What follows belongs to an exercise in optimizing a design on an open flow for small area, a short achievable clock period and few clock cycles; a production flow would make more cautious choices. RTL that was checked went through simulation tests only; none was proved equivalent to the original. For run 8, only the layout was checked, not whether the RTL still works. No run shown here takes its clock network from TritonCTS; it comes from the design's own scripts or RTL. No driver is modelled on the clock port, so clock power and skew are understated where the tree is cut down; a real chip needs a root buffer or a tree.

$ cat flow/run.sh
#!/bin/bash
# Own flow: the standard layout, with a hook after CTS that replaces the
# clock tree by four clkbuf_16 fed by the clock port (flow/reclk.tcl).
set -euo pipefail
W=$(pwd)
export FLOW_FLOW_DIR="$W/flow"
export POST_CTS_TCL="$W/flow/post_cts.tcl"
bash standard.sh finish > "$W/standard_flow.log" 2>&1
$ cat design.v
module HT_TOP(
    input clk,
    input rst_n,
    input in_valid,
    input [2:0] in_weight,
    input out_mode,
    output reg out_valid,
    output reg out_code
);
function [3:0] add3(input [2:0] a, input [2:0] b);
    reg [2:0] g, p; reg [3:0] c;
    begin
        g = a & b; p = a ^ b;
        c[0] = 1'b0;
        c[1] = g[0];
        c[2] = g[1] | (p[1] & g[0]);
        c[3] = g[2] | (p[2] & g[1]) | (p[2] & p[1] & g[0]);
        add3 = {c[3], p ^ c[2:0]};
    end
endfunction
function [5:0] add6(input [5:0] a, input [5:0] b);
    reg [5:0] g, p, c;
    begin
        g = a & b; p = a ^ b;
        c[0] = 1'b0;
        c[1] = g[0];
        c[2] = g[1] | (p[1] & g[0]);
        c[3] = g[2] | (p[2] & g[1]) | (p[2] & p[1] & g[0]);
        c[4] = g[3] | (p[3] & g[2]) | (p[3] & p[2] & g[1]) | (p[3] & p[2] & p[1] & g[0]);
        c[5] = g[4] | (p[4] & g[3]) | (p[4] & p[3] & g[2]) | (p[4] & p[3] & p[2] & g[1])
             | (p[4] & p[3] & p[2] & p[1] & g[0]);
        add6 = p ^ c;
    end
endfunction
function ge3(input [2:0] a, input [2:0] b);
    reg [2:0] gt, lt;
    begin
        gt = a & ~b; lt = ~a & b;
        ge3 = ~(lt[2] | (~gt[2] & (lt[1] | (~gt[1] & lt[0]))));
    end
endfunction
function ge6(input [5:0] a, input [5:0] b);
    reg [5:0] gt, lt;
    begin
        gt = a & ~b; lt = ~a & b;
        ge6 = ~(lt[5] | (~gt[5] & (lt[4] | (~gt[4] & (lt[3] | (~gt[3] &
              (lt[2] | (~gt[2] & (lt[1] | (~gt[1] & lt[0]))))))))));
    end
endfunction
reg       iv;               
reg       om;               
always @(posedge clk or negedge rst_n) begin
    if (!rst_n)
        iv <= 1'b0;
    else
        iv <= in_valid;
end
always @(posedge clk) begin
    om <= out_mode;
end
localparam IDLE = 2'd0, IN = 2'd1, MERGE = 2'd2, OUT = 2'd3;
reg [1:0] phase;
reg [2:0] cnt;
reg [4:0] coh;             
reg       mode;
reg [5:0] w [0:7];
reg [4:0] m [0:7];
reg [5:0] Y;               
reg [6:0] cr [0:4];        
reg [4:0] rootbit;         
reg       rb;              
reg in_phase;               
wire [2:0] k = (phase == IN) ? cnt : 3'd0;    
wire md = (phase == IN) ? mode : om;
reg [4:0] leaf_m;
always @(*) begin
    leaf_m = 5'd0;
    if (!md) begin
        case (k)
            3'd4: leaf_m = 5'b00001;
            3'd5: leaf_m = 5'b00010;
            3'd6: leaf_m = 5'b00100;
            3'd7: leaf_m = 5'b01000;
            3'd3: leaf_m = 5'b10000;
            default: leaf_m = 5'd0;
        endcase
    end else begin
        case (k)
            3'd4: leaf_m = 5'b00001;
            3'd2: leaf_m = 5'b00010;
            3'd5: leaf_m = 5'b00100;
            3'd0: leaf_m = 5'b01000;
            3'd1: leaf_m = 5'b10000;
            default: leaf_m = 5'd0;
        endcase
    end
end
wire [9:0] st, c;
genvar g;
generate
    for (g = 0; g < 8; g = g + 1) begin : cmp
        assign c[g]  = ge6(w[g], Y);
        assign st[g] = (k > 7 - g) && c[g];
    end
endgenerate
assign st[9:8] = 2'b11;
assign c[9:8]  = 2'b11;
wire [5:0] nw = Y;
wire [4:0] nm = in_phase ? leaf_m : (m[0] | m[1]);
wire [5:0] wx [0:9];
wire [4:0] mx [0:9];
generate
    for (g = 0; g < 8; g = g + 1) begin : ext
        assign wx[g] = w[g];
        assign mx[g] = m[g];
    end
endgenerate
assign wx[8] = 6'h3f; assign wx[9] = 6'h3f;
assign mx[8] = 5'd0;  assign mx[9] = 5'd0;
wire [3:0] s_in_a = add3(Y[2:0], w[1][2:0]);
wire [3:0] s_in_b = add3(w[1][2:0], w[2][2:0]);
wire [5:0] s_m_a = add6(Y, w[2]);
wire [5:0] s_m_b = add6(w[2], w[3]);
wire [5:0] s_next = in_phase ? (st[2] ? {2'd0, s_in_a} : {2'd0, s_in_b})
                             : (c[3] ? s_m_a : s_m_b);
wire [7:0] selA, selB;
wire [10:0] dA [0:7];
wire [10:0] dB [0:7];
wire [10:0] dN = {nm, nw};
generate
    for (g = 0; g < 8; g = g + 1) begin : upd
        assign selA[g] = in_phase ? st[g] : (g > 0 ? c[g+1] : 1'b0);
        assign selB[g] = in_phase ? st[g+1] : c[g+2];
        assign dA[g] = in_phase ? {mx[g], wx[g]} : {mx[g+1], wx[g+1]};
        assign dB[g] = in_phase ? {mx[g+1], wx[g+1]} : {mx[g+2], wx[g+2]};
        wire [10:0] nxt = ({11{selA[g]}} & dA[g]) | ({11{~selA[g] & selB[g]}} & dN)
                        | ({11{~selB[g]}} & dB[g]);
        always @(posedge clk) begin
            w[g] <= nxt[5:0];
            m[g] <= nxt[10:6];
        end
    end
endgenerate
always @(posedge clk)
    Y <= ip_next ? {3'd0, in_weight} : s_next;
wire fuse = (phase == MERGE) && (cnt == 3'd5);
wire ip_next = !((phase == IN && cnt == 3'd7) || (phase == MERGE && !fuse));
integer j;
always @(posedge clk) begin
    for (j = 0; j < 5; j = j + 1) begin
        if (phase == IDLE || phase == IN)
            cr[j] <= 7'd1;
        else if (phase == MERGE) begin
            if (m[0][j] | m[1][j])
                cr[j] <= {cr[j][5:0], m[0][j]};
            if (fuse)
                rootbit[j] <= ~((m[0][j] | m[1][j]) ^ c[2]);
        end else if (coh[j] && !rb)
            cr[j] <= {1'b0, cr[j][6:1]};
    end
end
reg [4:0] emp, lst, top;
always @(*) begin
    for (j = 0; j < 5; j = j + 1) begin
        emp[j] = (cr[j] == 7'd1);
        lst[j] = (cr[j][6:1] == 6'd1);
        top[j] = cr[j][0];
    end
end
wire cempty = |(coh & emp);
wire last = |(coh & lst);
wire adv = rb ? cempty : last;       
wire empty0 = (cr[0] == 7'd1) && !(m[0][0] | m[1][0]);
always @(posedge clk or negedge rst_n) begin
    if (!rst_n) begin
        phase <= IDLE;
        out_valid <= 1'b0;
        out_code <= 1'b0;
    end else begin
        case (phase)
            IDLE: begin
                out_valid <= 1'b0;
                if (iv) phase <= IN;
            end
            IN: begin
                if (cnt == 3'd7) phase <= MERGE;
            end
            MERGE: begin
                if (fuse) begin
                    phase <= OUT;
                    out_valid <= 1'b1;
                    out_code <= ~((m[0][0] | m[1][0]) ^ c[2]);
                end
            end
            OUT: begin
                out_code <= |(coh & (rb ? rootbit : top));
                if (adv && coh[4]) phase <= IDLE;
            end
        endcase
    end
end
always @(posedge clk or negedge rst_n) begin
    if (!rst_n)
        in_phase <= 1'b1;
    else
        in_phase <= ip_next;
end
always @(posedge clk) begin
    case (phase)
        IDLE: begin
            cnt <= 3'd1;
            mode <= om;
        end
        IN: cnt <= cnt + 3'd1;
        MERGE: begin
            cnt <= cnt + 3'd1;
            coh <= empty0 ? 5'b00010 : 5'b00001;
            rb <= empty0;
        end
        OUT: begin
            if (adv) begin
                coh <= {coh[3:0], 1'b0};
                rb <= 1'b1;
            end else
                rb <= 1'b0;
        end
    endcase
end
endmodule
$ cat flow/reclk.tcl
proc my_reclock {} {
  set block [ord::get_db_block]
  set clkport_net [$block findNet clk]
  set recs {}
  foreach p [all_registers -clock_pins] {
    set it [sta::sta_to_db_pin $p]
    set loc [[$it getInst] getLocation]
    lappend recs [list $it [lindex $loc 0] [lindex $loc 1]]
  }
  # four groups of equal size
  set byx [lsort -integer -index 1 $recs]
  set n [llength $byx]
  set h [expr {$n / 2}]
  set halves [list [lrange $byx 0 [expr {$h - 1}]] [lrange $byx $h end]]
  set groups {}
  foreach half $halves {
    set byy [lsort -integer -index 2 $half]
    set m [llength $byy]
    set k [expr {$m / 2}]
    lappend groups [lrange $byy 0 [expr {$k - 1}]] [lrange $byy $k end]
  }
  # the old tree: its nets
  set oldnets {}
  foreach dnet [$block getNets] {
    if {[string match "clknet_*" [$dnet getName]]} { lappend oldnets $dnet }
  }
  # new buffers and nets; move the clock pins to them. Each quarter has a
  # root buffer on the clock port feeding two leaf buffers, each leaf feeding
  # half of the quarter's clock pins.
  set master [[ord::get_db] findMaster sky130_fd_sc_hd__clkbuf_16]
  $clkport_net setSigType CLOCK
  set q 0
  foreach grp $groups {
    set rnet [odb::dbNet_create $block "bclk_rnet$q"]
    $rnet setSigType CLOCK
    set rbuf [odb::dbInst_create $block $master "bclk_rbuf$q"]
    [$rbuf findITerm A] connect $clkport_net
    [$rbuf findITerm X] connect $rnet
    set byx [lsort -integer -index 1 $grp]
    set c [llength $byx]
    set k [expr {$c / 2}]
    set rx 0; set ry 0
    set l 0
    foreach sub [list [lrange $byx 0 [expr {$k - 1}]] [lrange $byx $k end]] {
      set cnet [odb::dbNet_create $block "bclk_net${q}_$l"]
      $cnet setSigType CLOCK
      set buf [odb::dbInst_create $block $master "bclk_buf${q}_$l"]
      [$buf findITerm A] connect $rnet
      [$buf findITerm X] connect $cnet
      set sx 0; set sy 0
      foreach r $sub {
        set it [lindex $r 0]
        if {[$it getNet] ne "NULL"} { $it disconnect }
        $it connect $cnet
        set sx [expr {$sx + [lindex $r 1]}]; set sy [expr {$sy + [lindex $r 2]}]
      }
      set cs [llength $sub]
      set bx [expr {$sx / $cs}]; set by [expr {$sy / $cs}]
      $buf setLocation $bx $by
      $buf setPlacementStatus PLACED
      set rx [expr {$rx + $bx}]; set ry [expr {$ry + $by}]
      puts "my_reclock: bclk_buf${q}_$l drives $cs clock pins"
      incr l
    }
    $rbuf setLocation [expr {$rx / 2}] [expr {$ry / 2}]
    $rbuf setPlacementStatus PLACED
    incr q
  }
  # remove what is left of the old tree: its buffers, dummy loads and nets
  set dead {}
  foreach it [$clkport_net getITerms] {
    set inst [$it getInst]
    if {![string match "bclk_*" [$inst getName]]} { lappend dead $inst }
  }
  foreach dnet $oldnets {
    foreach it [$dnet getITerms] { lappend dead [$it getInst] }
  }
  set names {}
  foreach inst $dead {
    set nm [$inst getName]
    if {[lsearch -exact $names $nm] < 0} { lappend names $nm }
  }
  foreach nm $names {
    set inst [$block findInst $nm]
    puts "my_reclock: removing $nm ([[$inst getMaster] getName])"
    foreach it [$inst getITerms] {
      if {[$it getNet] ne "NULL"} { $it disconnect }
    }
    odb::dbInst_destroy $inst
  }
  foreach dnet $oldnets { odb::dbNet_destroy $dnet }
}
$ cat flow/post_cts.tcl
# POST_CTS hook (see run.sh): rebuild the clock tree one buffer deep, then
# legalize and repair as ORFS's CTS step does.
source $::env(FLOW_FLOW_DIR)/reclk.tcl
my_reclock
detailed_placement
estimate_parasitics -placement
repair_timing_helper
detailed_placement
check_placement -verbose
$ cat standard.sh
#!/bin/bash
# synth_recipe.tcl (not shown) runs the flow's synth.tcl, then flattens the netlist and writes it again
# the make line also repeats each setting of config.mk as NAME=value (left out here)
make -C /OpenROAD-flow-scripts/flow DESIGN_CONFIG=/design/flow/config.mk WORK_HOME=/design/flow/orfs CLKGATE_MAP_FILE= SYNTH_SCRIPT=/design/flow/synth_recipe.tcl "${@:-finish}"
$ cat config.mk
export PLATFORM = sky130hd
export DESIGN_NAME = HT_TOP
export DESIGN_NICKNAME = HT_TOP
export VERILOG_FILES = /design/flow/design.v
export SDC_FILE = /design/flow/constraint.sdc
export NUM_CORES = 4
export LEC_CHECK = 0
export ABC_AREA = 1
export CAP_MARGIN = 20
export CORE_MARGIN = 2
export CORE_UTILIZATION = 40
export SETUP_SLACK_MARGIN = 4.0
export SLEW_MARGIN = 20
$ cat constraint.sdc
create_clock -name core_clock -period 6.0 [get_ports {clk}]
set_input_delay 1.2000 -clock core_clock [delete_from_list [all_inputs] [get_ports {clk}]]
set_output_delay 1.2000 -clock core_clock [all_outputs]
set_load 0.01 [all_outputs]
==> qor.txt, run 1 <==
outcome - no timing/DRC/antenna violations
drt total wl - 27900 µm
diode count - 0
post-synth top area share - 0.276
EDFF count, synth - 15
main flop type after synthesis - dfxtp_1
maxcap violations - 0
mapped cell area - 8990 µm²
first drt pass iteration count - 5
Final Skew - 15.4 ps
Mean Syn Cell Area - 6.59 µm²
Fin. Hold Viols - 0
Routed wire per std cell - 16.6 µm
CP max FO - 8
GRT Overall Usage - 0.222
Reg2Reg Depth - 18
Async SR Flop Fraction - 0.0414
fmax - 491 MHz
DIE AREA - 23700 µm²
post-DP HPWL - 16400 µm
worst path required time - 6230 ps
FF+latch count, synth - 145
area leader, netlist - dfxtp_1
IO Pins - 9
DR vias - 9145
max-slew violations - 0
worst-path cell chain - buf_12 > inv_12 > ha_4 > inv_2 > nand2_1 > nand2_1 > nand2_1 > nand2_1 > nand2_1 > nand2_1 > nand2_1 > nand2_2 > nand2_4 > nand4_4 > clkbuf_16 > nand2_4 > nand3_1 > nand2_1
hold crit path type - flop to flop
Final period util - 0.339
fin area - 11000 µm²
RD Place Congestion - 0.824
DRT iter0 DRCs - 806
sequential cell area fraction in the yosys report - 0.343
final setup violating endpoints - 0
CP Capture Type - flop
slew at the pin closest to its max-slew limit - 640 ps
largest net degree at the start of global routing - 83
grt ovf - 0
Synthesized Nets - 1415
Clock transition at path regs - 80 ps
placed insts - 1589
layout cells sized above 1 - 0.173
delay of the slowest critical-path stage - 340 ps
clk sink count - 145
slowest CP cell - dfxtp_2
Worst slew margin - 0.569
CP Data Arrival Time - 2260 ps
height of the chip - 154 µm
Worst Hold Path Cells - 0
fill cell count - 2130
cell row count - 54
min cycle time layout - 2040 ps
post-DR vias/cell - 5.44
Final ANT Viol Nets - 0
critical path's most frequent cell - nand2_1
storage element area - 3100 µm²
initial antenna violation count - 0
Startpoint Class - flop
placed cell areas - 9100 µm²
RSZ-0062 raised after global routing - true
global-route wire length before repair - 42900 µm
width of the die - 154 µm
clock latency (worst-skew pair) - 280 ps
Setup Total Neg Slack - 0 ps
P&R area growth vs syn - 22.7%
Finished Layout Cells - 1681
DRC - 0
synth top area cells - dfxtp_1, nand2_1, nand3_1
Multi-input gate area - 5640 µm²
initial core utilization - 0.410
synthesized instance count - 1364
critical path class - flop to flop
Final nets - 1454
Distinct cells, synth - 44
Ys Warns - 4
vias in the first global route - 8130
PortBufs - 8
core area - 22000 µm²
## cell type report
type | instances | share of cell area
timing repair buffer | 78 | 0.0765
multi-input combinational | 980 | 0.511
buffer | 12 | 0.0272
tap | 280 | 0.0317
sequential | 145 | 0.281
inverter | 184 | 0.0704
timing repair inverter | 2 | 0.00181
## synth_stat cells, types with 14 or more instances
| cell | number |
|---|---|
| nand3_1 | 158 |
| inv_1 | 166 |
| ha_1 | 40 |
| buf_2 | 24 |
| nand4_1 | 18 |
| nand2_1 | 430 |
| edfxtp_1 | 15 |
| clkbuf_1 | 25 |
| a21oi_1 | 36 |
| a31oi_1 | 25 |
| o21ai_0 | 120 |
| dfxtp_1 | 124 |
| nor2_1 | 43 |
| o22ai_1 | 18 |
| buf_4 | 14 |
## final timing paths
path	start	to	slack, ps
worst min register to register	om	mode	450
worst min-delay path	om	mode	450
worst max-delay path	Y[1]	w[1][4]	3960
max in group asynchronous	rst_n	in_phase	4540
min in group asynchronous	rst_n	iv	1170
worst max register to register	Y[1]	w[1][4]	3960
## cells in the final DEF, fill, tap and decap left out, types with 18 or more instances in the layout
cell type	instances
a21oi_1	29
a31oi_1	25
buf_4	45
dfxtp_1	118
ha_1	36
inv_1	149
inv_2	20
nand2_1	407
nand2_2	18
nand2_4	22
nand3_1	131
nand3_2	24
nand4_1	18
nor2_1	36
o21ai_0	109
o21ai_1	18
## kinds of logic (layout without fill, tap and decap cells)
group                      count (synthesis)  count (layout)  synth area share
xor gates and xnor gates                  10              10           0.00974
DFF                                      145             145             0.343
buffers and inverters                    255             276             0.121
adders and majority gates                 44              44            0.0646
AOI/OAI and AO/OA                        228             228             0.138
and+or+nand+nor                          682             698             0.324
## metal layers
layer	track usage	vias up	wire length (µm)
li1	-	4522	-
met1	0.319	4278	13000
met2	0.350	312	12800
met3	0.0330	33	1730
met4	0.0516	0	398
met5	0	-	0
## critical path, delay by kind of cell, from the launching register on
| kind | cells | cell delay (ps) |
|---|---|---|
| fa+ha+maj | 1 | 130 |
| buf+inv | 4 | 460 |
| flops | 1 | 340 |
| simple gates | 13 | 1050 |
## flip-flops by register name (all words and copies together), names as in the netlist
name / count
cr: 35
out_code: 1
cnt: 3
rb: 1
out_valid: 1
w: 42
iv: 1
coh: 5
mode: 1
phase: 2
m: 40
om: 1
in_phase: 1
Y: 6
rootbit: 5
## stage by stage
stage	hold slack [ps]	util	setup WS [ps]
floorplan	408	-	4020
global placement	424	0.414	2870
detailed placement	425	0.414	2870
global route	462	0.503	3870
finish	446	0.503	3960
Testbench counts, summed over its fixed seeds: cycles 17,157.
==> run 2, diff against run 1 <==
--- a/config.mk
+++ b/config.mk
@@ -11,3 +11,3 @@
 export CORE_UTILIZATION = 40
-export SETUP_SLACK_MARGIN = 4.0
+export SETUP_SLACK_MARGIN = 3.9
 export SLEW_MARGIN = 20
==> qor.txt, run 2 <==
CP max FO - 7 (was 8)
PortBufs - 8 (unchanged)
core area - 22000 µm² (unchanged)
outcome - no timing/DRC/antenna violations (unchanged)
slew at the pin closest to its max-slew limit - 514 ps (was 640 ps)
Ys Warns - 4 (unchanged)
Mean Syn Cell Area - 6.59 µm² (unchanged)
Worst Slack Setup Final - 3940 ps (was 3960 ps)
main flop type after synthesis - dfxtp_1 (unchanged)
Worst Hold Path Cells - 0 (unchanged)
width of the die - 154 µm (unchanged)
Setup Total Neg Slack - 0 ps (unchanged)
hold crit path type - flop to flop (unchanged)
FF+latch count, synth - 145 (unchanged)
placed insts - 1590 (was 1589)
Final period util - 0.344 (was 0.339)
clock latency (worst-skew pair) - 280 ps (about the same)
critical path's most frequent cell - nand2_2 (was nand2_1)
Finished Layout Cells - 1654 (was 1681)
DIE AREA - 23700 µm² (unchanged)
CP Capture Type - flop (unchanged)
maxcap violations - 0 (unchanged)
post-DR vias/cell - 5.36 (was 5.44)
commonest cells after routing, fill and taps aside - nand2_1, inv_1, nand3_1 (unchanged)
drt total wl - 26600 µm (was 27900 µm)
Fin. Hold Viols - 0 (unchanged)
grt ovf - 0 (unchanged)
P&R area growth vs syn - 15.8% (was 22.7%)
Final ANT Viol Nets - 0 (unchanged)
fill cell count - 2230 (was 2130)
count leader, synth - nand2_1 (unchanged)
R2R Path Start - phase[1] (was Y[1])
final setup violating endpoints - 0 (unchanged)
Worst Hold Path EP - mode (unchanged)
Clock transition at path regs - 90 ps (was 80 ps)
fmax - 485 MHz (was 491 MHz)
vias in the first global route - 8249 (was 8130)
largest reg by FF count - w (unchanged)
diode count - 0 (unchanged)
Reg2Reg Depth - 11 (was 18)
synthesized instance count - 1364 (unchanged)
mapped cell area - 8990 µm² (unchanged)
worst path required time - 6170 ps (was 6230 ps)
Startpoint Class - flop (unchanged)
synth top area cells - dfxtp_1, nand2_1, nand3_1 (unchanged)
commonest cells in the netlist - nand2_1, inv_1, nand3_1 (unchanged)
cell row count - 54 (unchanged)
Async SR Flop Fraction - 0.0414 (unchanged)
post-DP HPWL - 16700 µm (was 16400 µm)
global-route wire length before repair - 43400 µm (was 42900 µm)
IO Pins - 9 (unchanged)
number of flip-flops in the largest register - 42 (unchanged)
min cycle time layout - 2060 ps (was 2040 ps)
HP Start - om (unchanged)
most common cell after layout, fill and taps aside - nand2_1 (unchanged)
GRT Overall Usage - 0.224 (was 0.222)
Setup WS pre-CTS - 2790 ps (was 2870 ps)
max-slew violations - 0 (unchanged)
R2R Setup Slk - 3940 ps (was 3960 ps)
clk sink count - 145 (unchanged)
first drt pass iteration count - 6 (was 5)
DR vias - 8872 (was 9145)
initial core utilization - 0.410 (unchanged)
height of the chip - 154 µm (unchanged)
Final Skew - 14.7 ps (was 15.4 ps)
RD Place Congestion - 0.846 (was 0.824)
worst-path cell chain - inv_1 > ha_4 > nand2_2 > nor2_2 > nand2_2 > and2_1 > nand2_2 > nand2_8 > buf_4 > nand4_1 > nand3_1 (was buf_12 > inv_12 > ha_4 > inv_2 > nand2_1 > nand2_1 > nand2_1 > nand2_1 > nand2_1 > nand2_1 > nand2_1 > nand2_2 > nand2_4 > nand4_4 > clkbuf_16 > nand2_4 > nand3_1 > nand2_1)
Crit Reg-Reg Endpoint - m[2][0] (was w[1][4])
critical path class - flop to flop (unchanged)
sequential cell area fraction in the yosys report - 0.343 (unchanged)
area leader, netlist - dfxtp_1 (unchanged)
EDFF count, synth - 15 (unchanged)
Routed wire per std cell - 16.1 µm (was 16.6 µm)
DRC - 0 (unchanged)
layout cells sized above 1 - 0.122 (was 0.173)
Regs by FF count - w x42, m x40, cr x35 (unchanged)
DRT iter0 DRCs - 840 (was 806)
post-synth top area share - 0.276 (unchanged)
Distinct cells, synth - 44 (unchanged)
CP Data Arrival Time - 2230 ps (was 2260 ps)
Worst slew margin - 0.657 (was 0.569)
delay of the slowest critical-path stage - 460 ps (was 340 ps)
initial antenna violation count - 1 (was 0)
largest net degree at the start of global routing - 46 (was 83)
Final nets - 1427 (was 1454)
RSZ-0062 raised after global routing - true (unchanged)
Synthesized Nets - 1415 (unchanged)
slowest CP cell - dfrtp_2 (was dfxtp_2)
run 2: cell counts after synthesis:
No cell type changed its count.
run 2: worst max path at each step:
| stage | from | endpoint | slack [ps] | cells past startpoint |
|---|---|---|---|---|
| 2_1_floorplan | Y[1] | m[1][1] | 3980 | 19 |
| 3_3_place_gp | in_phase | m[5][1] | 2820 | 7 |
| 3_5_place_dp | in_phase | m[2][2] | 2790 | 6 |
| 5_1_grt | phase[1] | m[2][0] | 3840 | 11 |
| 6_report | phase[1] | m[2][0] | 3940 | 11 |
run 2: worst max-delay path, delay by kind of cell, from the launching register on:
family / cells / cell delay [ps]
buffers and inverters: 2 / 310
and+or+nand+nor: 8 / 980
DFF: 1 / 460
adders and majority gates: 1 / 200
run 2: through the flow:
stage | util | hold slack (ps) | instance area, µm²
3_5_place_dp | 0.415 | 426 | 9110
2_1_floorplan | - | 408 | 8990
6_report | 0.474 | 445 | 10400
3_3_place_gp | 0.415 | 426 | 9110
5_1_grt | 0.474 | 454 | 10400
run 2: layout make-up:
class                           count  area (µm²)  area share
Sequential cell                   145        3110       0.298
Buffer                             12         300      0.0288
Timing Repair inverter              1        8.76    0.000841
Timing Repair Buffer               59         637      0.0611
Inverter                          184         748      0.0718
Tap cell                          280         350      0.0336
Multi-Input combinational cell    973        5270       0.506
run 2: layer usage:
metal | GRT usage | routed length (µm) | vias to the layer above
li1 | - | - | 4458
met3 | 0.0234 | 1370 | 22
met1 | 0.329 | 13100 | 4160
met2 | 0.353 | 11800 | 230
met5 | 0 | 12 | -
met4 | 0.0503 | 319 | 2
run 2: cell families (layout without fill, tap and decap cells):
logic type	Yosys count	count (layout)	share of synthesized area
xor+xnor	10	10	0.00974
simple gates	682	691	0.324
compound gates	228	228	0.138
fa+ha+maj	44	44	0.0646
flops	145	145	0.343
buf+inv	255	256	0.121
==> run 3, diff against run 2 <==
--- a/design.v
+++ b/design.v
@@ -50,3 +50,2 @@
 reg       iv;               
-reg       om;               
 always @(posedge clk or negedge rst_n) begin
@@ -58,3 +57,2 @@
 always @(posedge clk) begin
-    om <= out_mode;
 end
@@ -62,5 +60,4 @@
 reg [1:0] phase;
-reg [2:0] cnt;
+reg [2:0] cnt;             
 reg [4:0] coh;             
-reg       mode;
 reg [5:0] w [0:7];
@@ -72,4 +69,4 @@
 reg in_phase;               
-wire [2:0] k = (phase == IN) ? cnt : 3'd0;    
-wire md = (phase == IN) ? mode : om;
+wire [2:0] k = cnt;         
+wire md = mode;
 reg [4:0] leaf_m;
@@ -207,11 +204,17 @@
 end
+always @(posedge clk or negedge rst_n) begin
+    if (!rst_n)
+        cnt <= 3'd0;
+    else if ((phase == IDLE && iv) || phase == IN || (phase == MERGE && !fuse))
+        cnt <= cnt + 3'd1;
+    else if (fuse)
+        cnt <= 3'd0;
+end
+reg mode;
+always @(posedge clk)
+    if (in_valid && !iv)
+        mode <= out_mode;
 always @(posedge clk) begin
     case (phase)
-        IDLE: begin
-            cnt <= 3'd1;
-            mode <= om;
-        end
-        IN: cnt <= cnt + 3'd1;
         MERGE: begin
-            cnt <= cnt + 3'd1;
             coh <= empty0 ? 5'b00010 : 5'b00001;
--- a/config.mk
+++ b/config.mk
@@ -11,3 +11,3 @@
 export CORE_UTILIZATION = 40
-export SETUP_SLACK_MARGIN = 3.9
+export SETUP_SLACK_MARGIN = 4.0
 export SLEW_MARGIN = 20
==> qor.txt, run 3 <==
DRT iter0 DRCs - 769 (was 840)
cell row count - 55 (was 54)
core area - 22800 µm² (was 22000 µm²)
RD Place Congestion - 0.858 (was 0.846)
Async SR Flop Fraction - 0.0600 (was 0.0414)
outcome - no timing/DRC/antenna violations (unchanged)
post-DP HPWL - 17700 µm (was 16700 µm)
placed cell areas - 9450 µm² (was 9110 µm²)
RSZ-0062 raised after global routing - true (unchanged)
count leader, synth - nand2_1 (unchanged)
clk sink count - 150 (was 145)
CP Data Arrival Time - 840 ps (was 2230 ps)
Regs by FF count - w x48, m x40, cr x35 (was w x42, m x40, cr x35)
Worst slew margin - 0.505 (was 0.657)
DIE AREA - 24600 µm² (was 23700 µm²)
Setup Total Neg Slack - 0 ps (unchanged)
EDFF count, synth - 12 (was 15)
crit path buf inv count - 1 (was 2)
PortBufs - 8 (unchanged)
Final Skew - 12.3 ps (was 14.7 ps)
sequential cell area fraction in the yosys report - 0.339 (was 0.343)
critical path class - flop to primary output (was flop to flop)
critical path's top delay family - flip-flops (was simple AND/OR/NAND/NOR gates)
FF+latch count, synth - 150 (was 145)
area leader, netlist - dfxtp_1 (unchanged)
min cycle time layout - 2040 ps (was 2060 ps)
fill cell count - 2216 (was 2230)
post-synth top area share - 0.276 (about the same)
Mean Syn Cell Area - 6.69 µm² (was 6.59 µm²)
CP max FO - 2 (was 7)
worst path required time - 4800 ps (was 6170 ps)
diode count - 0 (unchanged)
largest net degree at the start of global routing - 70 (was 46)
vias in the first global route - 8734 (was 8249)
mapped cell area - 9350 µm² (was 8990 µm²)
global-route wire length before repair - 46400 µm (was 43400 µm)
commonest cells after routing, fill and taps aside - nand2_1, nand3_1, inv_1 (was nand2_1, inv_1, nand3_1)
DRC - 0 (unchanged)
clock latency (worst-skew pair) - 280 ps (about the same)
synth top area cells - dfxtp_1, nand2_1, nand3_1 (unchanged)
IO Pins - 9 (unchanged)
Fin. Hold Viols - 0 (unchanged)
CP Capture Type - primary output (was flop)
slowest CP cell - dfrtp_1 (was dfrtp_2)
main flop type after synthesis - dfxtp_1 (unchanged)
first drt pass iteration count - 6 (unchanged)
final setup violating endpoints - 0 (unchanged)
Final period util - 0.340 (was 0.344)
most common cell after layout, fill and taps aside - nand2_1 (unchanged)
largest reg by FF count - w (unchanged)
fin area - 11300 µm² (was 10400 µm²)
fmax - 490 MHz (was 485 MHz)
initial core utilization - 0.411 (was 0.410)
worst-path cell chain - buf_2 (was inv_1 > ha_4 > nand2_2 > nor2_2 > nand2_2 > and2_1 > nand2_2 > nand2_8 > buf_4 > nand4_1 > nand3_1)
post-DR vias/cell - 5.49 (was 5.36)
layout cells sized above 1 - 0.161 (was 0.122)
hold crit path type - flop to flop (unchanged)
P&R area growth vs syn - 21.2% (was 15.8%)
Clock transition at path regs - 90 ps (about the same)
number of flip-flops in the largest register - 48 (was 42)
Routed wire per std cell - 17.3 µm (was 16.1 µm)
maxcap violations - 0 (unchanged)
GRT Overall Usage - 0.233 (was 0.224)
width of the die - 157 µm (was 154 µm)
Final nets - 1487 (was 1427)
Final ANT Viol Nets - 0 (unchanged)
commonest cells in the netlist - nand2_1, nand3_1, inv_1 (was nand2_1, inv_1, nand3_1)
height of the chip - 157 µm (was 154 µm)
max-slew violations - 0 (unchanged)
Ys Warns - 4 (unchanged)
Startpoint Class - flop (unchanged)
DR vias - 9581 (was 8872)
initial antenna violation count - 0 (was 1)
synthesized instance count - 1397 (was 1364)
slew at the pin closest to its max-slew limit - 738 ps (was 514 ps)
grt ovf - 0 (unchanged)
delay of the slowest critical-path stage - 410 ps (was 460 ps)
Distinct cells, synth - 53 (was 44)
Synthesized Nets - 1450 (was 1415)
drt total wl - 30300 µm (was 26600 µm)
[run 3: area by class of cell]
cell class	instances	area, µm²	area share
Sequential cell	150	3200	0.282
Buffer	12	300	0.0265
Inverter	170	739	0.0652
Multi-Input combinational cell	1014	5670	0.500
Timing Repair Buffer	83	1000	0.0884
Tap cell	313	392	0.0345
Timing Repair inverter	3	36.3	0.00320
[run 3: through the flow]
stage	utilization	setup WS [ps]	std cells	hold slack (ps)
floorplan	-	4040	1397	443
global placement	0.415	2610	1655	462
detailed placement	0.415	2620	1655	465
global route	0.498	3880	1745	485
finish	0.498	3960	1745	468
[run 3: cell families (layout without fill, tap and decap cells)]
| logic type | after synthesis | in the layout | share of synthesized area |
|---|---|---|---|
| buffers and inverters | 241 | 268 | 0.116 |
| adder cells (fa/ha/maj) | 46 | 46 | 0.0647 |
| AO/OA/AOI/OAI | 211 | 211 | 0.127 |
| AND/OR/NAND/NOR | 740 | 748 | 0.344 |
| XOR/XNOR | 9 | 9 | 0.00843 |
| flip-flops | 150 | 150 | 0.339 |
[run 3: path summary, 6_finish.rpt]
check	startpoint	end	slack, ps	depth (start not counted)
hold reg to reg	cr[0][0]	cr[0][1]	470	2
setup reg to reg	Y[1]	m[1][0]	4000	13
setup / recovery	out_code	out_code	3960	1
min in group asynchronous	rst_n	out_valid	1210	1
max in group asynchronous	rst_n	in_phase	4460	1
hold / removal	cr[0][0]	cr[0][1]	470	2
[run 3: per-layer routing]
layer | GRT usage | up-vias | part of all wire
li1 | - | 4672 | -
met1 | 0.325 | 4539 | 0.46
met2 | 0.377 | 325 | 0.46
met3 | 0.0275 | 45 | 0.062
met4 | 0.0703 | 0 | 0.020
met5 | 0 | - | 0
Testbench counts of run 3, summed over its fixed seeds: cycles 17,157.
==> run 4, diff against run 3 <==
--- a/config.mk
+++ b/config.mk
@@ -11,3 +11,3 @@
 export CORE_UTILIZATION = 40
-export SETUP_SLACK_MARGIN = 4.0
+export SETUP_SLACK_MARGIN = 3.8
 export SLEW_MARGIN = 20
==> qor.txt, run 4 <==
hold crit path type - flop to flop (unchanged)
Routed wire per std cell - 16.1 µm (was 17.3 µm)
Worst Slack Setup Final - 3920 ps (was 3960 ps)
commonest cells in the netlist - nand2_1, nand3_1, inv_1 (unchanged)
outcome - no timing/DRC/antenna violations (unchanged)
Final ANT Viol Nets - 0 (unchanged)
Mean Syn Cell Area - 6.69 µm² (unchanged)
fill cell count - 2293 (was 2216)
count leader, synth - nand2_1 (unchanged)
placed insts - 1654 (was 1655)
Startpoint Class - flop (unchanged)
Synthesized Nets - 1450 (unchanged)
Setup Total Neg Slack - 0 ps (unchanged)
mapped cell area - 9350 µm² (unchanged)
CP max FO - 69 (was 2)
maxcap violations - 0 (unchanged)
commonest cells after routing, fill and taps aside - nand2_1, nand3_1, inv_1 (unchanged)
fmax - 481 MHz (was 490 MHz)
Ys Warns - 4 (unchanged)
PortBufs - 8 (unchanged)
Finished Layout Cells - 1706 (was 1745)
area leader, netlist - dfxtp_1 (unchanged)
P&R area growth vs syn - 11.2% (was 21.2%)
drt total wl - 27400 µm (was 30300 µm)
vias in the first global route - 8428 (was 8734)
post-DR vias/cell - 5.33 (was 5.49)
EDFF count, synth - 12 (unchanged)
worst path required time - 6180 ps (was 4800 ps)
worst hold slack - 472 ps (was 468 ps)
min cycle time layout - 2080 ps (was 2040 ps)
synthesized instance count - 1397 (unchanged)
DRC - 0 (unchanged)
slew at the pin closest to its max-slew limit - 731 ps (was 738 ps)
Worst slew margin - 0.513 (was 0.505)
cell row count - 55 (unchanged)
RSZ-0062 raised after global routing - false (was true)
Fin. Hold Viols - 0 (unchanged)
DIE AREA - 24600 µm² (unchanged)
max-slew violations - 0 (unchanged)
grt ovf - 0 (unchanged)
height of the chip - 157 µm (unchanged)
Final nets - 1448 (was 1487)
synth top area cells - dfxtp_1, nand2_1, nand3_1 (unchanged)
most common cell after layout, fill and taps aside - nand2_1 (unchanged)
critical path class - flop to flop (was flop to primary output)
main flop type after synthesis - dfxtp_1 (unchanged)
initial antenna violation count - 0 (unchanged)
post-DP HPWL - 17500 µm (was 17700 µm)
Final Skew - 12.8 ps (was 12.3 ps)
clk sink count - 150 (unchanged)
Async SR Flop Fraction - 0.0600 (unchanged)
RD Place Congestion - 0.837 (was 0.858)
IO Pins - 9 (unchanged)
FF+latch count, synth - 150 (unchanged)
final setup violating endpoints - 0 (unchanged)
clock latency (worst-skew pair) - 290 ps (was 280 ps)
first drt pass iteration count - 5 (was 6)
Distinct cells, synth - 53 (unchanged)
global-route wire length before repair - 44900 µm (was 46400 µm)
Clock transition at path regs - 90 ps (about the same)
diode count - 0 (unchanged)
Final period util - 0.346 (was 0.340)
Setup WS pre-CTS - 2580 ps (was 2620 ps)
CP Data Arrival Time - 2260 ps (was 840 ps)
DR vias - 9094 (was 9581)
largest net degree at the start of global routing - 70 (unchanged)
initial core utilization - 0.411 (unchanged)
Regs by FF count - w x48, m x40, cr x35 (unchanged)
core area - 22800 µm² (unchanged)
DRT iter0 DRCs - 808 (was 769)
width of the die - 157 µm (unchanged)
CP Capture Type - flop (was primary output)
largest reg by FF count - w (unchanged)
sequential cell area fraction in the yosys report - 0.339 (unchanged)
number of flip-flops in the largest register - 48 (unchanged)
post-synth top area share - 0.276 (unchanged)
layout cells sized above 1 - 0.0998 (was 0.161)
GRT Overall Usage - 0.224 (was 0.233)
## run 4: cell counts after synthesis
Identical to the previous run, type by type.
## run 4: logic make-up (layout without fill, tap and decap cells)
family,Yosys count,in the layout,share of synthesized area
AO/OA/AOI/OAI,211,211,0.127
XOR/XNOR,9,9,0.00843
adder cells (fa/ha/maj),46,46,0.0647
buffers and inverters,241,229,0.116
flip-flops,150,150,0.339
AND/OR/NAND/NOR,740,748,0.344
## run 4: cell type report
| type | instances | area [µm²] | area share |
|---|---|---|---|
| sequential | 150 | 3190 | 0.307 |
| buffer | 12 | 300 | 0.0289 |
| multi-input combinational | 1014 | 5370 | 0.517 |
| tap | 313 | 392 | 0.0377 |
| inverter | 170 | 674 | 0.0649 |
| timing repair buffer | 47 | 469 | 0.0451 |
## run 4: worst paths after layout
kind,startpoint,to,slack [ps],depth (start not counted)
setup / recovery,in_phase,w[3][2],3920,9
hold / removal,cr[0][0],cr[0][1],470,2
setup reg to reg,in_phase,w[3][2],3920,9
hold reg to reg,cr[0][0],cr[0][1],470,2
max in group asynchronous,rst_n,in_phase,4430,1
min in group asynchronous,rst_n,phase[1],1220,1
## run 4: critical path, cell delays in order, from the launching register on
cell      delay (ps)
dfstp_4          640
inv_2             50
buf_12           210
a21oi_4          180
and2_1           190
nand3b_2         190
nand2_8          180
inv_4            130
nand2_1          110
nand3_1           70
## run 4: through the flow
step | area [µm²] | utilization
floorplan | 9350 | -
global placement | 9440 | 0.415
detailed placement | 9440 | 0.415
global route | 10400 | 0.456
finish | 10400 | 0.456
## run 4: per-layer routing
metal  part of all wire  global-route usage  vias to the layer above
li1                   -                   -                     4565
met1               0.48               0.324                     4217
met2               0.44               0.347                      279
met3              0.060              0.0311                       33
met4              0.021              0.0664                        0
met5                  0                   0                        -
==> run 5, diff against run 4 <==
--- a/config.mk
+++ b/config.mk
@@ -10,4 +10,4 @@
 export CORE_MARGIN = 2
-export CORE_UTILIZATION = 40
-export SETUP_SLACK_MARGIN = 3.8
+export CORE_UTILIZATION = 45
+export SETUP_SLACK_MARGIN = 3.9
 export SLEW_MARGIN = 20
==> qor.txt, run 5 <==
EDFF count, synth - 12 (unchanged)
commonest cells in the netlist - nand2_1, nand3_1, inv_1 (unchanged)
RD Place Congestion - 0.835 (was 0.837)
Routed wire per std cell - 16.4 µm (was 16.1 µm)
DRT iter0 DRCs - 883 (was 808)
maxcap violations - 0 (unchanged)
Async SR Flop Fraction - 0.0600 (unchanged)
Regs by FF count - w x48, m x40, cr x35 (unchanged)
clock latency (worst-skew pair) - 280 ps (was 290 ps)
global-route wire length before repair - 44200 µm (was 44900 µm)
GRT Overall Usage - 0.247 (was 0.224)
height of the chip - 148 µm (was 157 µm)
post-DP HPWL - 18000 µm (was 17500 µm)
core area - 20300 µm² (was 22800 µm²)
placed cell areas - 9380 µm² (was 9440 µm²)
vias in the first global route - 8450 (was 8428)
DR vias - 9162 (was 9094)
fin area - 10500 µm² (was 10400 µm²)
CP Data Arrival Time - 830 ps (was 2260 ps)
worst hold slack - 483 ps (was 472 ps)
worst-path cell chain - buf_2 (was inv_2 > buf_12 > a21oi_4 > and2_1 > nand3b_2 > nand2_8 > inv_4 > nand2_1 > nand3_1)
post-synth top area share - 0.276 (unchanged)
placed insts - 1610 (was 1654)
PortBufs - 8 (unchanged)
max-slew violations - 0 (unchanged)
Finished Layout Cells - 1670 (was 1706)
critical path class - flop to primary output (was flop to flop)
CP max FO - 2 (was 69)
largest net degree at the start of global routing - 88 (was 70)
cell row count - 52 (was 55)
Final ANT Viol Nets - 0 (unchanged)
fmax - 492 MHz (was 481 MHz)
Final period util - 0.339 (was 0.346)
slew at the pin closest to its max-slew limit - 689 ps (was 731 ps)
IO Pins - 9 (unchanged)
P&R area growth vs syn - 12.0% (was 11.2%)
clk sink count - 150 (unchanged)
crit path buf inv count - 1 (was 3)
mapped cell area - 9350 µm² (unchanged)
Worst slew margin - 0.537 (was 0.513)
number of flip-flops in the largest register - 48 (unchanged)
sequential cell area fraction in the yosys report - 0.339 (unchanged)
count leader, synth - nand2_1 (unchanged)
main flop type after synthesis - dfxtp_1 (unchanged)
synthesized instance count - 1397 (unchanged)
commonest cells after routing, fill and taps aside - nand2_1, nand3_1, inv_1 (unchanged)
DIE AREA - 22000 µm² (was 24600 µm²)
Synthesized Nets - 1450 (unchanged)
DRC - 0 (unchanged)
initial antenna violation count - 0 (unchanged)
synth top area cells - dfxtp_1, nand2_1, nand3_1 (unchanged)
critical path's top delay family - flip-flops (was simple AND/OR/NAND/NOR gates)
largest reg by FF count - w (unchanged)
layout cells sized above 1 - 0.115 (was 0.0998)
post-DR vias/cell - 5.49 (was 5.33)
drt total wl - 27300 µm (was 27400 µm)
diode count - 0 (unchanged)
FF+latch count, synth - 150 (unchanged)
worst path required time - 4800 ps (was 6180 ps)
initial core utilization - 0.461 (was 0.411)
Mean Syn Cell Area - 6.69 µm² (unchanged)
min cycle time layout - 2030 ps (was 2080 ps)
Final Skew - 13.2 ps (was 12.8 ps)
outcome - no timing/DRC/antenna violations (unchanged)
Fin. Hold Viols - 0 (unchanged)
final setup violating endpoints - 0 (unchanged)
hold crit path type - flop to flop (unchanged)
grt ovf - 0 (unchanged)
CP Capture Type - primary output (was flop)
Ys Warns - 4 (unchanged)
Final nets - 1455 (was 1448)
area leader, netlist - dfxtp_1 (unchanged)
RSZ-0062 raised after global routing - true (was false)
most common cell after layout, fill and taps aside - nand2_1 (unchanged)
Clock transition at path regs - 80 ps (was 90 ps)
first drt pass iteration count - 5 (unchanged)
Distinct cells, synth - 53 (unchanged)
delay of the slowest critical-path stage - 400 ps (was 640 ps)
slowest CP cell - dfrtp_1 (was dfstp_4)
width of the die - 148 µm (was 157 µm)
Startpoint Class - flop (unchanged)
Setup Total Neg Slack - 0 ps (unchanged)
## run 5: logic make-up after synthesis
kind of cell	after synthesis	share of synthesized area
compound gates	211	0.127
xor+xnor	9	0.00843
fa+ha+maj	46	0.0647
buf+inv	241	0.116
flops	150	0.339
simple gates	740	0.344
## run 5: worst reg2reg max path, delay by kind of cell (launching register included)
family                 cells  cell delay (ps)
buffers and inverters      2              340
AND/OR/NAND/NOR            6             1210
flip-flops                 1              410
## run 5: through the flow
| step | worst slack (ps) | utilization |
|---|---|---|
| floorplan | 4000 | - |
| finish | 3970 | 0.516 |
| global route | 3870 | 0.516 |
| global placement | 2740 | 0.462 |
| detailed placement | 2690 | 0.462 |
## run 5: layer usage
layer,global-route usage,vias to the layer above,wire length [µm]
met5,0,-,0
met4,0.0690,0,468
met3,0.0267,32,1540
met2,0.389,282,12300
met1,0.359,4271,13000
li1,-,4577,-
## run 5: final cells by class
cell class	count	area, µm²
well taps	270	338
flip-flops and latches	150	3200
inverters	170	702
multi-input cells	1013	5410
repair buffers	54	514
plain buffers	12	300
repair inverters	1	7.51
fillers	2063	9830
## run 5: final timing paths
| kind | from | endpoint | slack (ps) | cells past startpoint |
|---|---|---|---|---|
| max | out_code | out_code | 3970 | 1 |
| min | cr[0][0] | cr[0][1] | 480 | 2 |
| max reg2reg | cnt[2] | w[2][1] | 3990 | 8 |
| min reg2reg | cr[0][0] | cr[0][1] | 480 | 2 |
| max in group asynchronous | rst_n | cnt[1] | 4270 | 1 |
| min in group asynchronous | rst_n | phase[1] | 1290 | 1 |
==> run 6, diff against run 5 <==
--- a/config.mk
+++ b/config.mk
@@ -10,4 +10,5 @@
 export CORE_MARGIN = 2
-export CORE_UTILIZATION = 45
+export CORE_UTILIZATION = 40
 export SETUP_SLACK_MARGIN = 3.9
 export SLEW_MARGIN = 20
+export TNS_END_PERCENT = 20
==> qor.txt, run 6 <==
final setup violating endpoints - 0 (unchanged)
most common cell after layout, fill and taps aside - nand2_1 (unchanged)
FF+latch count, synth - 150 (unchanged)
M2 GR Usage - 0.347 (was 0.389)
P&R area growth vs syn - 13.4% (was 12.0%)
fin area - 10600 µm² (was 10500 µm²)
Worst slew margin - 0.507 (was 0.537)
R2R Setup Slk - 3930 ps (was 3990 ps)
clk sink count - 150 (unchanged)
Post-Synth Adder-Cell Area - 0.0647 (unchanged)
Synthesized Nets - 1450 (unchanged)
mapped cell area - 9350 µm² (unchanged)
Util after Layout - 0.466 (was 0.516)
Mean Syn Cell Area - 6.69 µm² (unchanged)
largest net degree at the start of global routing - 70 (was 88)
Final Skew - 11.5 ps (was 13.2 ps)
Crit Reg-Reg Endpoint - w[2][3] (was w[2][1])
vias in the first global route - 8455 (was 8450)
DIE AREA - 24600 µm² (was 22000 µm²)
EDFF count, synth - 12 (unchanged)
Ys Warns - 4 (unchanged)
main flop type after synthesis - dfxtp_1 (unchanged)
DR vias - 9200 (was 9162)
fmax - 482 MHz (was 492 MHz)
PortBufs - 8 (unchanged)
Final nets - 1459 (was 1455)
drt total wl - 27900 µm (was 27300 µm)
critical path's most frequent cell - nand3_1
maxcap violations - 0 (unchanged)
Final period util - 0.346 (was 0.339)
height of the chip - 157 µm (was 148 µm)
M1 GR Usage - 0.324 (was 0.359)
Top Usage Layer GRT - met2 (unchanged)
post-DP HPWL - 17500 µm (was 18000 µm)
hold crit path type - flop to flop (unchanged)
Clock transition at path regs - 80 ps (about the same)
worst path required time - 6170 ps (was 4800 ps)
DRC - 0 (unchanged)
commonest cells after routing, fill and taps aside - nand2_1, nand3_1, inv_1 (unchanged)
cell row count - 55 (was 52)
placed cell areas - 9440 µm² (was 9380 µm²)
Setup crit end - w[2][3] (was out_code)
synthesized instance count - 1397 (unchanged)
Setup WS pre-CTS - 2580 ps (was 2690 ps)
Async SR Flop Fraction - 0.0600 (unchanged)
min cycle time layout - 2070 ps (was 2030 ps)
HP Start - cr[0][0] (unchanged)
core area - 22800 µm² (was 20300 µm²)
delay of the slowest critical-path stage - 640 ps (was 400 ps)
outcome - no timing/DRC/antenna violations (unchanged)
CP Data Arrival Time - 2250 ps (was 830 ps)
R2R Path Start - in_phase (was cnt[2])
number of flip-flops in the largest register - 48 (unchanged)
slowest CP cell - dfstp_4 (was dfrtp_1)
CP Capture Type - flop (was primary output)
RD Place Congestion - 0.837 (was 0.835)
sequential cell area fraction in the yosys report - 0.339 (unchanged)
initial core utilization - 0.411 (was 0.461)
post-synth top area share - 0.276 (unchanged)
Fin. Hold Viols - 0 (unchanged)
Distinct cells, synth - 53 (unchanged)
diode count - 0 (unchanged)
width of the die - 157 µm (was 148 µm)
grt ovf - 0 (unchanged)
DRT iter0 DRCs - 882 (was 883)
fill cell count - 2291 (was 2063)
slew at the pin closest to its max-slew limit - 735 ps (was 689 ps)
Startpoint Class - flop (unchanged)
GRT Overall Usage - 0.225 (was 0.247)
initial antenna violation count - 0 (unchanged)
Routed wire per std cell - 16.2 µm (was 16.4 µm)
layout cells sized above 1 - 0.115 (about the same)
commonest cells in the netlist - nand2_1, nand3_1, inv_1 (unchanged)
Compound-Gate Fraction of Synth Area - 0.127 (unchanged)
M3 GR Usage - 0.0319 (was 0.0267)
Setup Total Neg Slack - 0 ps (unchanged)
area leader, netlist - dfxtp_1 (unchanged)
IO Pins - 9 (unchanged)
mux share of post-synthesis cell area - 0 (unchanged)
first drt pass iteration count - 7 (was 5)
global-route wire length before repair - 45000 µm (was 44200 µm)
clock latency (worst-skew pair) - 290 ps (was 280 ps)
largest reg by FF count - w (unchanged)
worst-path cell chain - inv_2 > buf_12 > nor3_1 > nand3_1 > nand2_4 > inv_4 > nand2_1 > nand3_1 (was buf_2)
Reg2Reg Depth - 8 (unchanged)
max-slew violations - 0 (unchanged)
simple-gate share of the synthesized area - 0.344 (unchanged)
Regs by FF count - w x48, m x40, cr x35 (unchanged)
Worst Slack Setup Final - 3930 ps (was 3970 ps)
CP max FO - 69 (was 2)
count leader, synth - nand2_1 (unchanged)
main combinational cell family by area after synthesis - simple AND/OR/NAND/NOR gates (unchanged)
post-DR vias/cell - 5.36 (was 5.49)
Final ANT Viol Nets - 0 (unchanged)
xor and xnor area share after synthesis - 0.00843 (unchanged)
critical path class - flop to flop (was flop to primary output)
RSZ-0062 raised after global routing - true (unchanged)
Critical Path Start - in_phase (was out_code)
synth top area cells - dfxtp_1, nand2_1, nand3_1 (unchanged)
-- run 6: cell types whose count changed in the layout (fill, tap and decap cells not counted), sizes merged --
cell | before | now
buf | 47 | 50
nand2 | 455 | 457
bufbuf | 1 | 0
clkbuf | 12 | 13
clkinvlp | 4 | 3
-- run 6: worst max-delay path: cells and delay by family (launching register included) --
family	cells	cell delay (ps)
simple gates	5	870
flops	1	640
buf+inv	3	410
-- run 6: layout make-up --
| class | instances | area, µm² | share of cell area |
|---|---|---|---|
| multi-input combinational | 1015 | 5460 | 0.515 |
| sequential | 150 | 3200 | 0.301 |
| inverter | 170 | 696 | 0.0656 |
| timing repair buffer | 57 | 561 | 0.0528 |
| tap | 313 | 392 | 0.0369 |
| buffer | 12 | 300 | 0.0283 |
-- run 6: layer usage --
layer,vias up,share of wire
met5,-,0
met4,0,0.022
met3,35,0.062
met2,295,0.44
met1,4275,0.48
li1,4595,-
-- run 6: cell families (layout without fill, tap and decap cells) --
kind of cell    Yosys count  after routing
xor+xnor                  9              9
simple gates            740            749
flops                   150            150
compound gates          211            211
fa+ha+maj                46             46
buf+inv                 241            239
-- run 6: worst min-delay path by stage --
stage | to | slack (ps) | depth (start not counted)
after global placement | cr[0][1] | 460 | 2
after global routing | cr[3][1] | 500 | 2
after detailed placement | cr[0][1] | 460 | 2
after floorplan | w[0][0] | 440 | 2
final | cr[0][1] | 470 | 2
-- run 6: through the flow --
| step | instances | hold slack (ps) |
|---|---|---|
| floorplan | 1397 | 443 |
| global placement | 1654 | 458 |
| detailed placement | 1654 | 461 |
| global route | 1717 | 499 |
| finish | 1717 | 472 |
==> run 7, diff against run 6 <==
--- a/config.mk
+++ b/config.mk
@@ -13,2 +13 @@
 export SLEW_MARGIN = 20
-export TNS_END_PERCENT = 20
==> qor.txt, run 7 <==
outcome - no timing/DRC/antenna violations (unchanged)
post-DR vias/cell - 5.36 (about the same)
RSZ-0062 raised after global routing - true (unchanged)
simple-gate share of the synthesized area - 0.344 (unchanged)
Clock transition at path regs - 80 ps (about the same)
Regs by FF count - w x48, m x40, cr x35 (unchanged)
Distinct cells, synth - 53 (unchanged)
slowest CP cell - dfrtp_1 (was dfstp_4)
fin area - 10600 µm² (about the same)
DRT iter0 DRCs - 883 (was 882)
EDFF count, synth - 12 (unchanged)
initial antenna violation count - 0 (unchanged)
Synthesized Nets - 1450 (unchanged)
first drt pass iteration count - 5 (was 7)
Worst Slack Setup Final - 3970 ps (was 3930 ps)
Setup Total Neg Slack - 0 ps (unchanged)
DIE AREA - 24600 µm² (unchanged)
worst-path cell chain - buf_2 (was inv_2 > buf_12 > nor3_1 > nand3_1 > nand2_4 > inv_4 > nand2_1 > nand3_1)
Final period util - 0.338 (was 0.346)
Post-Synth Adder-Cell Area - 0.0647 (unchanged)
main combinational cell family by area after synthesis - simple AND/OR/NAND/NOR gates (unchanged)
mux share of post-synthesis cell area - 0 (unchanged)
Async SR Flop Fraction - 0.0600 (unchanged)
cell row count - 55 (unchanged)
clock latency (worst-skew pair) - 290 ps (about the same)
Compound-Gate Fraction of Synth Area - 0.127 (unchanged)
critical path's top delay family - flip-flops (was simple AND/OR/NAND/NOR gates)
core area - 22800 µm² (unchanged)
Finished Layout Cells - 1710 (was 1717)
largest reg by FF count - w (unchanged)
Worst slew margin - 0.511 (was 0.507)
DRC - 0 (unchanged)
Setup WS pre-CTS - 2580 ps (unchanged)
width of the die - 157 µm (unchanged)
global-route wire length before repair - 45000 µm (about the same)
Startpoint Class - flop (unchanged)
Final ANT Viol Nets - 0 (unchanged)
clk sink count - 150 (unchanged)
most common cell after layout, fill and taps aside - nand2_1 (unchanged)
Ys Warns - 4 (unchanged)
commonest cells in the netlist - nand2_1, nand3_1, inv_1 (unchanged)
worst hold slack - 472 ps (about the same)
mapped cell area - 9350 µm² (unchanged)
min cycle time layout - 2030 ps (was 2070 ps)
max-slew violations - 0 (unchanged)
initial core utilization - 0.411 (unchanged)
Final nets - 1452 (was 1459)
IO Pins - 9 (unchanged)
commonest cells after routing, fill and taps aside - nand2_1, nand3_1, inv_1 (unchanged)
layout cells sized above 1 - 0.111 (was 0.115)
post-synth top area share - 0.276 (unchanged)
maxcap violations - 0 (unchanged)
storage element area - 3200 µm² (unchanged)
hold crit path type - flop to flop (unchanged)
CP Capture Type - primary output (was flop)
Fin. Hold Viols - 0 (unchanged)
drt total wl - 27500 µm (was 27900 µm)
synth top area cells - dfxtp_1, nand2_1, nand3_1 (unchanged)
count leader, synth - nand2_1 (unchanged)
diode count - 0 (unchanged)
Final Skew - 14.5 ps (was 11.5 ps)
RD Place Congestion - 0.837 (unchanged)
PortBufs - 8 (unchanged)
Mean Syn Cell Area - 6.69 µm² (unchanged)
vias in the first global route - 8458 (was 8455)
critical path class - flop to primary output (was flop to flop)
crit path buf inv count - 1 (was 3)
slew at the pin closest to its max-slew limit - 729 ps (was 735 ps)
number of flip-flops in the largest register - 48 (unchanged)
final setup violating endpoints - 0 (unchanged)
worst path required time - 4800 ps (was 6170 ps)
fill cell count - 2271 (was 2291)
main flop type after synthesis - dfxtp_1 (unchanged)
xor and xnor area share after synthesis - 0.00843 (unchanged)
fmax - 494 MHz (was 482 MHz)
post-DP HPWL - 17500 µm (unchanged)
DR vias - 9162 (was 9200)
GRT Overall Usage - 0.225 (about the same)
Routed wire per std cell - 16.1 µm (was 16.2 µm)
largest net degree at the start of global routing - 70 (unchanged)
synthesized instance count - 1397 (unchanged)
CP Data Arrival Time - 830 ps (was 2250 ps)
area leader, netlist - dfxtp_1 (unchanged)
P&R area growth vs syn - 12.9% (was 13.4%)
height of the chip - 157 µm (unchanged)
CP max FO - 2 (was 69)
delay of the slowest critical-path stage - 400 ps (was 640 ps)
grt ovf - 0 (unchanged)
sequential cell area fraction in the yosys report - 0.339 (unchanged)
FF+latch count, synth - 150 (unchanged)
Multi-input gate area - 5460 µm² (about the same)
placed cell areas - 9440 µm² (unchanged)
placed insts - 1654 (unchanged)
run 7: path summary, 6_finish.rpt:
check,depth (start not counted),startpoint,to,slack [ps]
min reg2reg,2,cr[0][0],cr[0][1],470
min in group asynchronous,1,rst_n,phase[1],1210
max,1,out_code,out_code,3970
min,2,cr[0][0],cr[0][1],470
max reg2reg,10,cnt[0],Y[1],3980
max in group asynchronous,1,rst_n,in_phase,4440
run 7: logic make-up after synthesis:
logic type / count (synthesis)
compound gates: 211
fa+ha+maj: 46
simple gates: 740
flops: 150
xor+xnor: 9
buf+inv: 241
run 7: final cells by class:
cell class / instances / share of cell area
inverter: 170 / 0.0655
multi-input combinational: 1014 / 0.517
timing repair buffer: 51 / 0.0491
sequential: 150 / 0.303
tap: 313 / 0.0371
buffer: 12 / 0.0284
run 7: routing by layer:
layer / track usage / vias up / wire, µm
li1: - / 4582 / -
met1: 0.321 / 4267 / 13100
met2: 0.348 / 276 / 12100
met3: 0.0341 / 37 / 1680
met4: 0.0699 / 0 / 616
met5: 0 / - / 0
run 7: stage by stage:
step / utilization
finish: 0.463
global route: 0.463
detailed placement: 0.415
global placement: 0.415
floorplan: -
==> run 8, diff against run 7 <==
--- a/design.v
+++ b/design.v
@@ -68,3 +68,4 @@
 reg       rb;              
-reg in_phase;               
+reg merging;                
+wire in_phase = !merging;
 wire [2:0] k = cnt;         
@@ -200,5 +201,5 @@
     if (!rst_n)
-        in_phase <= 1'b1;
+        merging <= 1'b0;
     else
-        in_phase <= ip_next;
+        merging <= !ip_next;
 end
==> qor.txt, run 8 <==
clk sink count - 150 (unchanged)
hold crit path type - flop to flop (unchanged)
initial antenna violation count - 0 (unchanged)
Fin. Hold Viols - 0 (unchanged)
critical path class - flop to flop (was flop to primary output)
diode count - 0 (unchanged)
Worst Hold Path EP - m[7][1] (was cr[0][1])
count leader, synth - nand2_1 (unchanged)
slew at the pin closest to its max-slew limit - 699 ps (was 729 ps)
RD Place Congestion - 0.850 (was 0.837)
RSZ-0062 raised after global routing - true (unchanged)
M3 GR Usage - 0.0234 (was 0.0341)
maxcap violations - 0 (unchanged)
final setup violating endpoints - 0 (unchanged)
largest net degree at the start of global routing - 55 (was 70)
cell row count - 56 (was 55)
core area - 23300 µm² (was 22800 µm²)
width of the die - 158 µm (was 157 µm)
drt total wl - 27900 µm (was 27500 µm)
Finished Layout Cells - 1801 (was 1710)
Final period util - 0.354 (was 0.338)
DRC - 0 (unchanged)
M1 GR Usage - 0.298 (was 0.321)
CP max FO - 12 (was 2)
Worst slew margin - 0.531 (was 0.511)
CP Capture Type - flop (was primary output)
synth top area cells - dfxtp_1, nand2_1, nand3_1 (unchanged)
Final ANT Viol Nets - 0 (unchanged)
outcome - no timing/DRC/antenna violations (unchanged)
Top Usage Layer GRT - met2 (unchanged)
min cycle time layout - 2120 ps (was 2030 ps)
global-route wire length before repair - 43800 µm (was 45000 µm)
main flop type after synthesis - dfxtp_1 (unchanged)
commonest cells in the netlist - nand2_1, nand3_1, inv_1 (unchanged)
Worst Hold Path Cells - 2 (unchanged)
Mean Syn Cell Area - 6.49 µm² (was 6.69 µm²)
CP Data Arrival Time - 2310 ps (was 830 ps)
HP Start - m[7][1] (was cr[0][0])
Regs by FF count - w x48, m x40, cr x35 (unchanged)
Setup Total Neg Slack - 0 ps (unchanged)
DR vias - 9320 (was 9162)
DRT iter0 DRCs - 717 (was 883)
GRT Overall Usage - 0.217 (was 0.225)
DIE AREA - 24800 µm² (was 24600 µm²)
Final nets - 1537 (was 1452)
clock latency (worst-skew pair) - 280 ps (was 290 ps)
commonest cells after routing, fill and taps aside - nand2_1, nand3_1, inv_1 (unchanged)
R2R Setup Slk - 3880 ps (was 3980 ps)
PortBufs - 8 (unchanged)
max-slew violations - 0 (unchanged)
EDFF count, synth - 12 (unchanged)
initial core utilization - 0.404 (was 0.411)
P&R area growth vs syn - 19.0% (was 12.9%)
M2 GR Usage - 0.360 (was 0.348)
Reg2Reg Depth - 16 (was 10)
height of the chip - 158 µm (was 157 µm)
synthesized instance count - 1452 (was 1397)
Synthesized Nets - 1505 (was 1450)
Distinct cells, synth - 42 (was 53)
post-DP HPWL - 17800 µm (was 17500 µm)
vias in the first global route - 8467 (was 8458)
mapped cell area - 9430 µm² (was 9350 µm²)
Clock transition at path regs - 90 ps (was 80 ps)
Startpoint Class - flop (unchanged)
Final Skew - 8.44 ps (was 14.5 ps)
largest reg by FF count - w (unchanged)
Async SR Flop Fraction - 0.0600 (unchanged)
layout cells sized above 1 - 0.148 (was 0.111)
Util after Layout - 0.481 (was 0.463)
IO Pins - 9 (unchanged)
Routed wire per std cell - 15.5 µm (was 16.1 µm)
R2R Path Start - Y[1] (was cnt[0])
Crit Reg-Reg Endpoint - w[1][4] (was Y[1])
first drt pass iteration count - 5 (unchanged)
number of flip-flops in the largest register - 48 (unchanged)
FF+latch count, synth - 150 (unchanged)
post-synth top area share - 0.274 (was 0.276)
placed insts - 1714 (was 1654)
post-DR vias/cell - 5.17 (was 5.36)
area leader, netlist - dfxtp_1 (unchanged)
Ys Warns - 4 (unchanged)
fmax - 471 MHz (was 494 MHz)
sequential cell area fraction in the yosys report - 0.336 (was 0.339)
most common cell after layout, fill and taps aside - nand2_1 (unchanged)
grt ovf - 0 (unchanged)
worst path required time - 6190 ps (was 4800 ps)
## run 8: cell count changes in the layout (fill, tap and decap cells not counted), moves of 5 or more
cell,before,now
nand2_1,432,505
nand3_1,193,152
o21ai_0,103,83
buf_4,29,44
nand3_2,3,18
nand2_2,6,20
clkinv_1,0,13
inv_1,145,132
buf_6,6,14
nand2_8,5,10
nor2_1,48,53
o211ai_1,7,12
## run 8: cell type report
class	count	area, µm²
timing repair inverter	6	47.5
timing repair buffer	77	793
fill	2367	12100
tap	319	399
sequential	150	3190
buffer	12	300
multi-input combinational	1070	5820
inverter	167	677
## run 8: worst max path at each step
stage / start / endpoint / slack [ps] / cells past startpoint
floorplan: Y[1] / m[2][1] / 3990 / 17
global route: Y[1] / w[1][2] / 3740 / 16
global placement: Y[1] / m[1][4] / 2490 / 17
detailed placement: Y[1] / w[1][3] / 2480 / 17
finish: Y[1] / w[1][4] / 3880 / 16
## run 8: layer usage
layer | vias to the layer above | routed length (µm)
li1 | 4758 | -
met1 | 4290 | 12900
met2 | 231 | 13000
met3 | 41 | 1230
met4 | 0 | 725
met5 | - | 0
## run 8: cell families after synthesis
group                      count (synthesis)  share of synthesized area
and+or+nand+nor                          808                      0.363
adders and majority gates                 46                     0.0643
xor gates and xnor gates                  13                     0.0121
AOI/OAI and AO/OA                        194                      0.115
DFF                                      150                      0.336
buffers and inverters                    241                      0.109
## run 8: per-stage QoR
stage          instance area (µm²)  hold WS [ps]  worst slack, ps
2_1_floorplan                 9430           439             3990
3_5_place_dp                  9580           466             2480
6_report                     11200           474             3880
3_3_place_gp                  9580           454             2490
5_1_grt                      11200           500             3740
## run 8: critical path, cell delays in order (launching register included)
cell and delay, ps:
dfxtp_2 350, buf_12 110, buf_4 110, clkinvlp_4 120, ha_1 220, inv_1 50
a21oi_1 50, o21ai_1 180, o21ai_1 100, o21ai_1 80, nand3_1 130, nand2_4 150
nand2_4 140, nand2_1 90, nand2_1 50, inv_1 50, nand2_1 40

-- static timing again, ports no longer ideal --
Ports are ideal in the flow. The routed layouts listed here were re-timed in OpenROAD.
Step 1: set_driving_cell puts a clkbuf_16 on clk and a buf_2 on each other input, an assumption about the parent block.
Step 2 adds t to the input delays and takes it off the output delays; t is the mean of the earliest and latest rising clock arrival at the registers after step 1. Input paths then give back, and output paths get back, about the clock's delay inside the block.
a / b / c = ideal ports / drivers / drivers and shift; a / b = the first two.
| run | shift t [ns] | setup WS [ns] | worst hold slack (ns) | worst data-port slew with drivers (ns) | cell pins on the clock port's net |
|---|---|---|---|---|---|
| run 1 | 0.377 | 3.963 / 3.904 / 3.867 | 0.446 / 0.446 / 0.446 | 0.04 | 4 |
| run 2 | 0.374 | 3.937 / 3.896 / 3.857 | 0.445 / 0.445 / 0.445 | 0.04 | 4 |
| run 3 | 0.372 | 3.960 / 3.866 / 3.821 | 0.468 / 0.468 / 0.468 | 0.03 | 4 |
| run 4 | 0.373 | 3.923 / 3.882 / 3.808 | 0.472 / 0.472 / 0.472 | 0.04 | 4 |
| run 5 | 0.371 | 3.969 / 3.873 / 3.798 | 0.483 / 0.483 / 0.483 | 0.04 | 4 |
| run 6 | 0.373 | 3.926 / 3.873 / 3.805 | 0.472 / 0.472 / 0.472 | 0.04 | 4 |
| run 7 | 0.373 | 3.975 / 3.882 / 3.804 | 0.472 / 0.472 / 0.472 | 0.04 | 4 |
| run 8 | 0.376 | 3.877 / 3.875 / 3.877 | 0.474 / 0.474 / 0.474 | 0.03 | 4 |
After both steps setup and hold are still met in every run listed.
